This design comes from an exercise in tuning for small area, a short achievable clock period and few clock cycles on the open sky130 flow, not from production work. Where RTL was checked, it was by simulation tests only, not by an equivalence proof against the original.

==> inputs of xenon <==
// stack_machine
module stack_machine (
    clk,
    rst,
    start,
    ready,
    x_input,
    y_output,
    skip_pixel,
    output_queue_index,
    output_queue_get,
    output_queue_length,
    output_queue_data_out,
    output_queue_ready
);
clock: 7.0 ns
lec_check: 0
cap_margin: 20
core_margin: 2
core_utilization: 40
setup_slack_margin: 1.5
slew_margin: 20
run.sh (not shown) runs the stock make flow with config.mk's settings and CLKGATE_MAP_FILE= SYNTH_SCRIPT=/design/flow/synth_recipe.tcl, a recipe that flattens the netlist after the stock synthesis.
==> inputs of delta, as changes to xenon <==
--- a/flow/design.v
+++ b/flow/design.v
@@ -575,21 +575,17 @@
 wire [18:0] aS1 = S1[18] ? -S1 : S1;
 wire [19:0] d1  = {rem, S1[18]} - {1'b0, S0};
 wire        q1  = ~d1[19];
 wire [19:0] d2a = {d1[18:0], S1[17]} - {1'b0, S0};
 wire [19:0] d2b = {rem[17:0], S1[18], S1[17]} - {1'b0, S0};
 wire        q2  = q1 ? ~d2a[19] : ~d2b[19];
 wire [18:0] r2  = q1 ? (~d2a[19] ? d2a[18:0] : {d1[17:0], S1[17]}) :
                        (~d2b[19] ? d2b[18:0] : {rem[16:0], S1[18], S1[17]});
-wire [19:0] da  = {aS1[18:9]} - {1'b0, aS0};
-wire        qa  = ~da[19];
-wire [18:0] ra  = qa ? da[18:0] : {9'd0, aS1[18:9]};
-wire [17:0] dq  = {S1[16:0], q1};
-wire [18:0] r_div = dovf ? (dsign ? VMIN : VMAX) : (dsign ? -{1'b0, dq} : {1'b0, dq});
+wire [18:0] r_div = dovf ? (dsign ? VMIN : VMAX) : (dsign ? -{1'b0, S1[17:0]} : {1'b0, S1[17:0]});
 wire        [18:0] s0v = (dp == 4'd0) ? 19'd0 : S0;
 wire signed [24:0] sx  = {{6{s0v[18]}}, s0v};
 wire signed [24:0] yr  = 25'sd61440 + {17'd0, s0v[7:0]} - (sx <<< 4) - (sx <<< 2);
 wire               yskip = yr[24] | (yr >= 25'sd123136);
 reg                dzf;           
 assign y_output   = yr[16:8];
 assign skip_pixel = dzf | yskip;
 wire [6:0] L = output_queue_length;
@@ -602,26 +598,24 @@
 wire [8:0] cmp_d = {2'b0, cmp_a} + {2'b0, f} - {1'b0, cmp_c, 1'b0} - ((state == ST_UPS) ? 9'd2 : 9'd0);
 wire       cmp_le = cmp_d[8] | (cmp_d == 9'd0);
 wire       cmp_ge = ~cmp_d[8];
 reg  [4:0]  state_n;
 reg  [6:0]  f;                    
 reg         s0sm;                 
 reg         s0pw;                 
 wire st_run = (state == ST_RUN);
-wire psat     = m_hi | m_lo;
-wire byps_fin = u_busy & ~u_wb & byp & psat;
-wire wb     = (u_busy & u_wb) | byps_fin;                        
+wire wb     = u_busy & u_wb;                                    
 wire exo    = st_run & pend & wb & ~it_op;                       
 wire wb_pop = wb & ~exo;
-wire byps   = u_busy & ~u_wb & byp & ~psat;                      
+wire byps   = u_busy & ~u_wb & byp;                              
 wire divs   = u_busy & ~u_wb & ~byp & (u_kind == U_DIV);         
 wire dz     = divs & (u_cnt == 4'd0) & (S0 == 19'd0);            
 wire wbnext = u_busy & ~u_wb &
-              ((u_kind == U_DIV) ? (u_cnt == 4'd7) : (u_cnt[0] & ~(u_kind == U_POW && pw > 11'd2)));
+              ((u_kind == U_DIV) ? (u_cnt == 4'd8) : (u_cnt[0] & ~(u_kind == U_POW && pw > 11'd2)));
 wire exr    = st_run & pend & ~u_busy;                           
 wire ex     = exr | ((state == ST_DN) & rv & ~it_op) | ((state == ST_OPX) & rv);
 wire dpfull = (dp == NS);
 wire dplow  = (dp < 4'd2);
 wire ovf    = exr & ~it_op & dpfull;                             
 wire e_push = ex & ~it_op & ~(exr & dpfull);
 wire e_und  = ex & it_op & dplow;                                
 wire e_opv  = ex & it_op & ~dplow;
@@ -636,43 +630,42 @@
 wire fin_dr = (state == ST_FIN) & (dp > 4'd1);
 wire rt_dr  = (state == ST_ROOT) & (sq != 7'd0);
 wire swp    = (state == ST_SWAP);
 wire up     = o_add | o_sub | o_p0 | o_pd | wb_pop | fin_dr | rt_dr;    
 wire s0cpy  = o_pd | o_pc | fin_dr | rt_dr | swp;                       
 wire ustart = o_mul | o_div | o_pc;
 wire [1:0] ustart_kind = o_div ? U_DIV : o_pc ? U_POW : U_MUL;
 wire ex_done = e_push | o_add | o_sub | o_p0 | o_pd;
-wire [18:0] res_u = byps_fin ? ((m_hi ^ (S1[18] & ~pw[0])) ? VMAX : VMIN) :
-                    (u_kind == U_DIV) ? r_div :
+wire [18:0] res_u = (u_kind == U_DIV) ? r_div :
                     (u_kind == U_POW && pw[10:1] == 10'd0) ? (pw[0] ? S0 : 19'd256) : r_mul;
 wire s0chg = e_push | exo | o_add | o_sub | o_p0 | s0cpy | o_div | wb_pop | byps;
 always @(*) begin
     state_n = state;
     if (dz)         state_n = ST_IDLE;
     else if (ovf)   state_n = ST_SINIT;
     else if (e_und) state_n = ST_IDLE;
 end
-wire u_busy_n = ustart | (u_busy & ~dz & ~u_wb & ~byps_fin);
+wire u_busy_n = ustart | (u_busy & ~dz & ~u_wb);
 integer k;
-wire [18:0] s1b = (e_push | swp) ? S0 : up ? S[2] : exo ? res_u : o_div ? {aS1[8:0], 9'd0, qa} : S1;
+wire [18:0] s1b = (e_push | swp) ? S0 : up ? S[2] : exo ? res_u : o_div ? {aS1[9:0], 9'd0} : S1;
 wire nxt_hi = ustart ? ((o_mul & ~s0pw) | (o_pc & s0pw)) :
-              (u_busy & ~u_wb & (u_kind != U_DIV) & ~u_cnt[0] & ~(byp & psat));
+              (u_busy & ~u_wb & (u_kind != U_DIV) & ~u_cnt[0] & ~(byp & (m_hi | m_lo)));
 always @(posedge clk) begin
     if (e_push | exo)       S[0] <= pv;
     else if (o_add)         S[0] <= r_add;
     else if (o_sub)         S[0] <= r_sub;
     else if (o_p0)          S[0] <= 19'd256;
     else if (s0cpy)         S[0] <= S1;
     else if (o_div)         S[0] <= aS0;
     else if (wb_pop | byps) S[0] <= res_u;
     if (e_push | swp)       S[1] <= S0;
     else if (up)            S[1] <= S[2];
     else if (exo)           S[1] <= res_u;
-    else if (o_div)         S[1] <= {aS1[8:0], 9'd0, qa};
+    else if (o_div)         S[1] <= {aS1[9:0], 9'd0};
     else if (divs)          S[1] <= {S1[16:0], q1, q2};
     for (k = 2; k < NS; k = k + 1) begin
         if (e_push)         S[k] <= S[k-1];
         else if (up && k < NS - 1) S[k] <= S[k+1];
     end
     if (e_push | exo) begin
         s0sm <= ~qd[19] & (qd[18:9] == 10'd0);
         s0pw <= ~qd[19] & (qd[18:9] != 10'd0);
@@ -681,44 +674,44 @@
         s0pw <= 1'b0;
     end
     xs_s1 <= ~u_busy_n & ((e_push | exo) ? (~qd[19] & (qd[18:9] != 10'd0)) : s0chg ? 1'b0 : s0pw);
     bsel <= nxt_hi ? bdec({s1b[18], s1b[18:9]}) : bdec({s1b[9:0], 1'b0});
     if (e_push)  dp <= dp + 4'd1;
     else if (up) dp <= dp - 4'd1;
     acc <= msum[28:10];
     mlo <= msum[9:0];
-    rem <= (u_busy && u_kind == U_DIV) ? r2 : ra;
+    rem <= (u_busy && u_kind == U_DIV) ? r2 : {10'd0, aS1[18:10]};
     u_busy <= u_busy_n;
     if (ustart) begin
         u_kind <= ustart_kind;
         u_cnt  <= 4'd0;
         u_wb   <= 1'b0;
         byp    <= 1'b0;
         if ((ustart_kind == U_MUL && !s0pw) || (ustart_kind == U_POW && s0pw)) begin
             ml    <= msum[9:8];
             u_cnt <= 4'd1;
         end
         if (ustart_kind == U_POW) begin
             pw   <= S0[18:8];
             u_wb <= (S0[18:9] == 10'd0);
         end
         if (ustart_kind == U_DIV) begin
             dsign <= S0[18] ^ S1[18];
-            dovf  <= ({10'd0, aS1[18:10]} >= aS0);
         end
     end else if (u_busy) begin
         if (u_wb) begin
             u_wb  <= 1'b0;
             u_cnt <= 4'd0;
         end else if (u_kind == U_DIV) begin
+            if (u_cnt == 4'd0) dovf <= (rem >= S0);
             u_cnt <= dz ? 4'd0 : u_cnt + 4'd1;
-            if (u_cnt == 4'd7) u_wb <= 1'b1;
+            if (u_cnt == 4'd8) u_wb <= 1'b1;
         end else if (!u_cnt[0]) begin
-            if (!byps_fin) begin
+            if (!(byp && (m_hi || m_lo))) begin
                 ml    <= msum[9:8];
                 u_cnt <= 4'd1;
             end
             byp   <= 1'b0;
         end else begin
             u_cnt <= 4'd0;
             if (u_kind == U_POW && pw > 11'd2) begin
                 byp <= 1'b1;
==> inputs of pepper, as changes to xenon <==
--- a/flow/design.v
+++ b/flow/design.v
@@ -575,21 +575,17 @@
 wire [18:0] aS1 = S1[18] ? -S1 : S1;
 wire [19:0] d1  = {rem, S1[18]} - {1'b0, S0};
 wire        q1  = ~d1[19];
 wire [19:0] d2a = {d1[18:0], S1[17]} - {1'b0, S0};
 wire [19:0] d2b = {rem[17:0], S1[18], S1[17]} - {1'b0, S0};
 wire        q2  = q1 ? ~d2a[19] : ~d2b[19];
 wire [18:0] r2  = q1 ? (~d2a[19] ? d2a[18:0] : {d1[17:0], S1[17]}) :
                        (~d2b[19] ? d2b[18:0] : {rem[16:0], S1[18], S1[17]});
-wire [19:0] da  = {aS1[18:9]} - {1'b0, aS0};
-wire        qa  = ~da[19];
-wire [18:0] ra  = qa ? da[18:0] : {9'd0, aS1[18:9]};
-wire [17:0] dq  = {S1[16:0], q1};
-wire [18:0] r_div = dovf ? (dsign ? VMIN : VMAX) : (dsign ? -{1'b0, dq} : {1'b0, dq});
+wire [18:0] r_div = dovf ? (dsign ? VMIN : VMAX) : (dsign ? -{1'b0, S1[17:0]} : {1'b0, S1[17:0]});
 wire        [18:0] s0v = (dp == 4'd0) ? 19'd0 : S0;
 wire signed [24:0] sx  = {{6{s0v[18]}}, s0v};
 wire signed [24:0] yr  = 25'sd61440 + {17'd0, s0v[7:0]} - (sx <<< 4) - (sx <<< 2);
 wire               yskip = yr[24] | (yr >= 25'sd123136);
 reg                dzf;           
 assign y_output   = yr[16:8];
 assign skip_pixel = dzf | yskip;
 wire [6:0] L = output_queue_length;
@@ -602,26 +598,24 @@
 wire [8:0] cmp_d = {2'b0, cmp_a} + {2'b0, f} - {1'b0, cmp_c, 1'b0} - ((state == ST_UPS) ? 9'd2 : 9'd0);
 wire       cmp_le = cmp_d[8] | (cmp_d == 9'd0);
 wire       cmp_ge = ~cmp_d[8];
 reg  [4:0]  state_n;
 reg  [6:0]  f;                    
 reg         s0sm;                 
 reg         s0pw;                 
 wire st_run = (state == ST_RUN);
-wire psat     = m_hi | m_lo;
-wire byps_fin = u_busy & ~u_wb & byp & psat;
-wire wb     = (u_busy & u_wb) | byps_fin;                        
+wire wb     = u_busy & u_wb;                                    
 wire exo    = st_run & pend & wb & ~it_op;                       
 wire wb_pop = wb & ~exo;
-wire byps   = u_busy & ~u_wb & byp & ~psat;                      
+wire byps   = u_busy & ~u_wb & byp;                              
 wire divs   = u_busy & ~u_wb & ~byp & (u_kind == U_DIV);         
 wire dz     = divs & (u_cnt == 4'd0) & (S0 == 19'd0);            
 wire wbnext = u_busy & ~u_wb &
-              ((u_kind == U_DIV) ? (u_cnt == 4'd7) : (u_cnt[0] & ~(u_kind == U_POW && pw > 11'd2)));
+              ((u_kind == U_DIV) ? (u_cnt == 4'd8) : (u_cnt[0] & ~(u_kind == U_POW && pw > 11'd2)));
 wire exr    = st_run & pend & ~u_busy;                           
 wire ex     = exr | ((state == ST_DN) & rv & ~it_op) | ((state == ST_OPX) & rv);
 wire dpfull = (dp == NS);
 wire dplow  = (dp < 4'd2);
 wire ovf    = exr & ~it_op & dpfull;                             
 wire e_push = ex & ~it_op & ~(exr & dpfull);
 wire e_und  = ex & it_op & dplow;                                
 wire e_opv  = ex & it_op & ~dplow;
@@ -636,94 +630,96 @@
 wire fin_dr = (state == ST_FIN) & (dp > 4'd1);
 wire rt_dr  = (state == ST_ROOT) & (sq != 7'd0);
 wire swp    = (state == ST_SWAP);
 wire up     = o_add | o_sub | o_p0 | o_pd | wb_pop | fin_dr | rt_dr;    
 wire s0cpy  = o_pd | o_pc | fin_dr | rt_dr | swp;                       
 wire ustart = o_mul | o_div | o_pc;
 wire [1:0] ustart_kind = o_div ? U_DIV : o_pc ? U_POW : U_MUL;
 wire ex_done = e_push | o_add | o_sub | o_p0 | o_pd;
-wire [18:0] res_u = byps_fin ? ((m_hi ^ (S1[18] & ~pw[0])) ? VMAX : VMIN) :
-                    (u_kind == U_DIV) ? r_div :
+wire [18:0] res_u = (u_kind == U_DIV) ? r_div :
                     (u_kind == U_POW && pw[10:1] == 10'd0) ? (pw[0] ? S0 : 19'd256) : r_mul;
 wire s0chg = e_push | exo | o_add | o_sub | o_p0 | s0cpy | o_div | wb_pop | byps;
 always @(*) begin
     state_n = state;
     if (dz)         state_n = ST_IDLE;
     else if (ovf)   state_n = ST_SINIT;
     else if (e_und) state_n = ST_IDLE;
 end
-wire u_busy_n = ustart | (u_busy & ~dz & ~u_wb & ~byps_fin);
+wire u_busy_n = ustart | (u_busy & ~dz & ~u_wb);
 integer k;
-wire [18:0] s1b = (e_push | swp) ? S0 : up ? S[2] : exo ? res_u : o_div ? {aS1[8:0], 9'd0, qa} : S1;
+wire [18:0] s1b = (e_push | swp) ? S0 : up ? S[2] : exo ? res_u : o_div ? {aS1[9:0], 9'd0} : S1;
 wire nxt_hi = ustart ? ((o_mul & ~s0pw) | (o_pc & s0pw)) :
-              (u_busy & ~u_wb & (u_kind != U_DIV) & ~u_cnt[0] & ~(byp & psat));
+              (u_busy & ~u_wb & (u_kind != U_DIV) & ~u_cnt[0] & ~(byp & (m_hi | m_lo)));
 always @(posedge clk) begin
     if (e_push | exo)       S[0] <= pv;
     else if (o_add)         S[0] <= r_add;
     else if (o_sub)         S[0] <= r_sub;
     else if (o_p0)          S[0] <= 19'd256;
     else if (s0cpy)         S[0] <= S1;
     else if (o_div)         S[0] <= aS0;
     else if (wb_pop | byps) S[0] <= res_u;
     if (e_push | swp)       S[1] <= S0;
     else if (up)            S[1] <= S[2];
     else if (exo)           S[1] <= res_u;
-    else if (o_div)         S[1] <= {aS1[8:0], 9'd0, qa};
+    else if (o_div)         S[1] <= {aS1[9:0], 9'd0};
     else if (divs)          S[1] <= {S1[16:0], q1, q2};
     for (k = 2; k < NS; k = k + 1) begin
         if (e_push)         S[k] <= S[k-1];
         else if (up && k < NS - 1) S[k] <= S[k+1];
     end
     if (e_push | exo) begin
         s0sm <= ~qd[19] & (qd[18:9] == 10'd0);
         s0pw <= ~qd[19] & (qd[18:9] != 10'd0);
     end else if (s0chg) begin
         s0sm <= 1'b0;
         s0pw <= 1'b0;
     end
     xs_s1 <= ~u_busy_n & ((e_push | exo) ? (~qd[19] & (qd[18:9] != 10'd0)) : s0chg ? 1'b0 : s0pw);
     bsel <= nxt_hi ? bdec({s1b[18], s1b[18:9]}) : bdec({s1b[9:0], 1'b0});
     if (e_push)  dp <= dp + 4'd1;
     else if (up) dp <= dp - 4'd1;
-    acc <= msum[28:10];
-    mlo <= msum[9:0];
-    rem <= (u_busy && u_kind == U_DIV) ? r2 : ra;
     u_busy <= u_busy_n;
     if (ustart) begin
         u_kind <= ustart_kind;
         u_cnt  <= 4'd0;
         u_wb   <= 1'b0;
         byp    <= 1'b0;
         if ((ustart_kind == U_MUL && !s0pw) || (ustart_kind == U_POW && s0pw)) begin
+            acc   <= msum[28:10];
             ml    <= msum[9:8];
             u_cnt <= 4'd1;
         end
         if (ustart_kind == U_POW) begin
             pw   <= S0[18:8];
             u_wb <= (S0[18:9] == 10'd0);
         end
         if (ustart_kind == U_DIV) begin
+            rem   <= {10'd0, aS1[18:10]};
             dsign <= S0[18] ^ S1[18];
-            dovf  <= ({10'd0, aS1[18:10]} >= aS0);
         end
     end else if (u_busy) begin
         if (u_wb) begin
             u_wb  <= 1'b0;
             u_cnt <= 4'd0;
         end else if (u_kind == U_DIV) begin
+            if (u_cnt == 4'd0) dovf <= (rem >= S0);
+            rem   <= r2;
             u_cnt <= dz ? 4'd0 : u_cnt + 4'd1;
-            if (u_cnt == 4'd7) u_wb <= 1'b1;
+            if (u_cnt == 4'd8) u_wb <= 1'b1;
         end else if (!u_cnt[0]) begin
-            if (!byps_fin) begin
+            if (!(byp && (m_hi || m_lo))) begin
+                acc   <= msum[28:10];
                 ml    <= msum[9:8];
                 u_cnt <= 4'd1;
             end
             byp   <= 1'b0;
         end else begin
+            acc   <= msum[28:10];
+            mlo   <= msum[9:0];
             u_cnt <= 4'd0;
             if (u_kind == U_POW && pw > 11'd2) begin
                 byp <= 1'b1;
                 pw  <= pw - 11'd1;
             end else u_wb <= 1'b1;
         end
     end
     if (dz) dzf <= 1'b1;
==> flow/config.mk (replaced) <==
export PLATFORM = sky130hd
export DESIGN_NAME = stack_machine
export DESIGN_NICKNAME = stack_machine
export VERILOG_FILES = /design/flow/design.v
export SDC_FILE = /design/flow/constraint.sdc
export NUM_CORES = 4
export LEC_CHECK = 0
export CAP_MARGIN = 20
export CORE_MARGIN = 2
export CORE_UTILIZATION = 40
export SETUP_SLACK_MARGIN = 2.0
export SLEW_MARGIN = 20
==> summary of the runs <==
xenon finished clean. delta completed without violations. pepper finished with timing, DRC and antenna clean. The highest worst setup slack belongs to pepper, the lowest to xenon. In sequential cell count, pepper and delta do not differ. Wire length, lowest first: delta, pepper, xenon. Against xenon, the utilization of pepper is higher by 0.74 points. The highest clock-buffer cell count belongs to xenon, the lowest to delta. The lowest clock skew belongs to pepper, the highest to xenon. The highest hold slack belongs to delta, the lowest to pepper. Between delta and pepper, the lower via count is in delta (gap 2.6%, measured against pepper). The highest register-to-register slack belongs to delta, the lowest to xenon.
==> figures <==
                                                                                                          delta                   pepper                     xenon
Run status                                                                              complete, no violations  complete, no violations   complete, no violations
Post-route cell area                                                                                 39,200 µm²               41,500 µm²                40,900 µm²
Multi-input gate share of total cell area                                                                 61.2%                    60.3%                     61.1%
Worst-margin pin slew                                                                                   1.08 ns                  1.12 ns                   1.23 ns
Comb_multi_in                                                                                             3,141                    3,158                     3,526
Critical Path Source                                                                                      dp[0]                  S[0][0]                     dp[3]
Most repeated cell in the gate-level netlist after synthesis                             sky130_fd_sc_hd__inv_1  sky130_fd_sc_hd__nor2_1  sky130_fd_sc_hd__nand2_1
Synthesized netlist net count                                                                             4,412                    4,433                     4,830
First-pass GRT wire length                                                                           178,000 µm               181,000 µm                191,000 µm
N_diodes                                                                                                      2                        1                         0
Filler cell count in the final layout                                                                     8,475                    8,312                     8,693
Effective utilization at floorplan                                                                        40.2%                    40.2%                     40.2%
Post-synthesis share of cell area spent on full adders, half adders and majority gates                    14.5%                    14.2%                     14.3%
Dpl cells                                                                                                 5,131                    5,128                     5,563
Row count                                                                                                   108                      109                       109
Fraction of synthesized area in multiplexers                                                              7.51%                    7.15%                     3.16%
Pin count of the biggest net entering global routing                                                        154                      135                       135
Multi-input combinational cell area                                                                  24,000 µm²               25,000 µm²                25,000 µm²
Complex-gate fraction of the synthesized area                                                             22.3%                    22.7%                     22.8%
Testbench counts of pepper, summed over its fixed seeds: cycles 47,351.
For xenon and delta, only the layout was checked, not whether the RTL still works.

## re-timing with driven ports
No port has a modelled driver above. Below, the same layouts with a new extraction and two added sets of constraints. Step 1 assumes that a clkbuf_16 drives the clock port and a buf_2 every other input. Step 2 also shifts input and output timing later by t, the mid clock arrival at the registers, as if the neighbouring blocks saw the same clock. Slacks: ideal ports / drivers / drivers and shift; pairs: ideal ports / drivers.
run	shift t [ns]	setup WS [ns]	latest minus earliest clock arrival (ns)	slew at the worst register clock pin (ns)
xenon	0.662	0.827 / 0.752 / 0.863	0.077 / 0.078	0.07 / 0.07
delta	0.661	1.246 / 1.181 / 1.093	0.043 / 0.043	0.08 / 0.08
pepper	0.659	1.415 / 1.348 / 1.478	0.036 / 0.036	0.07 / 0.07
After both steps every run listed still meets setup and hold. For delta, which loses most, drivers alone change the setup slack by -0.065 ns; drivers and shift together by -0.153 ns.
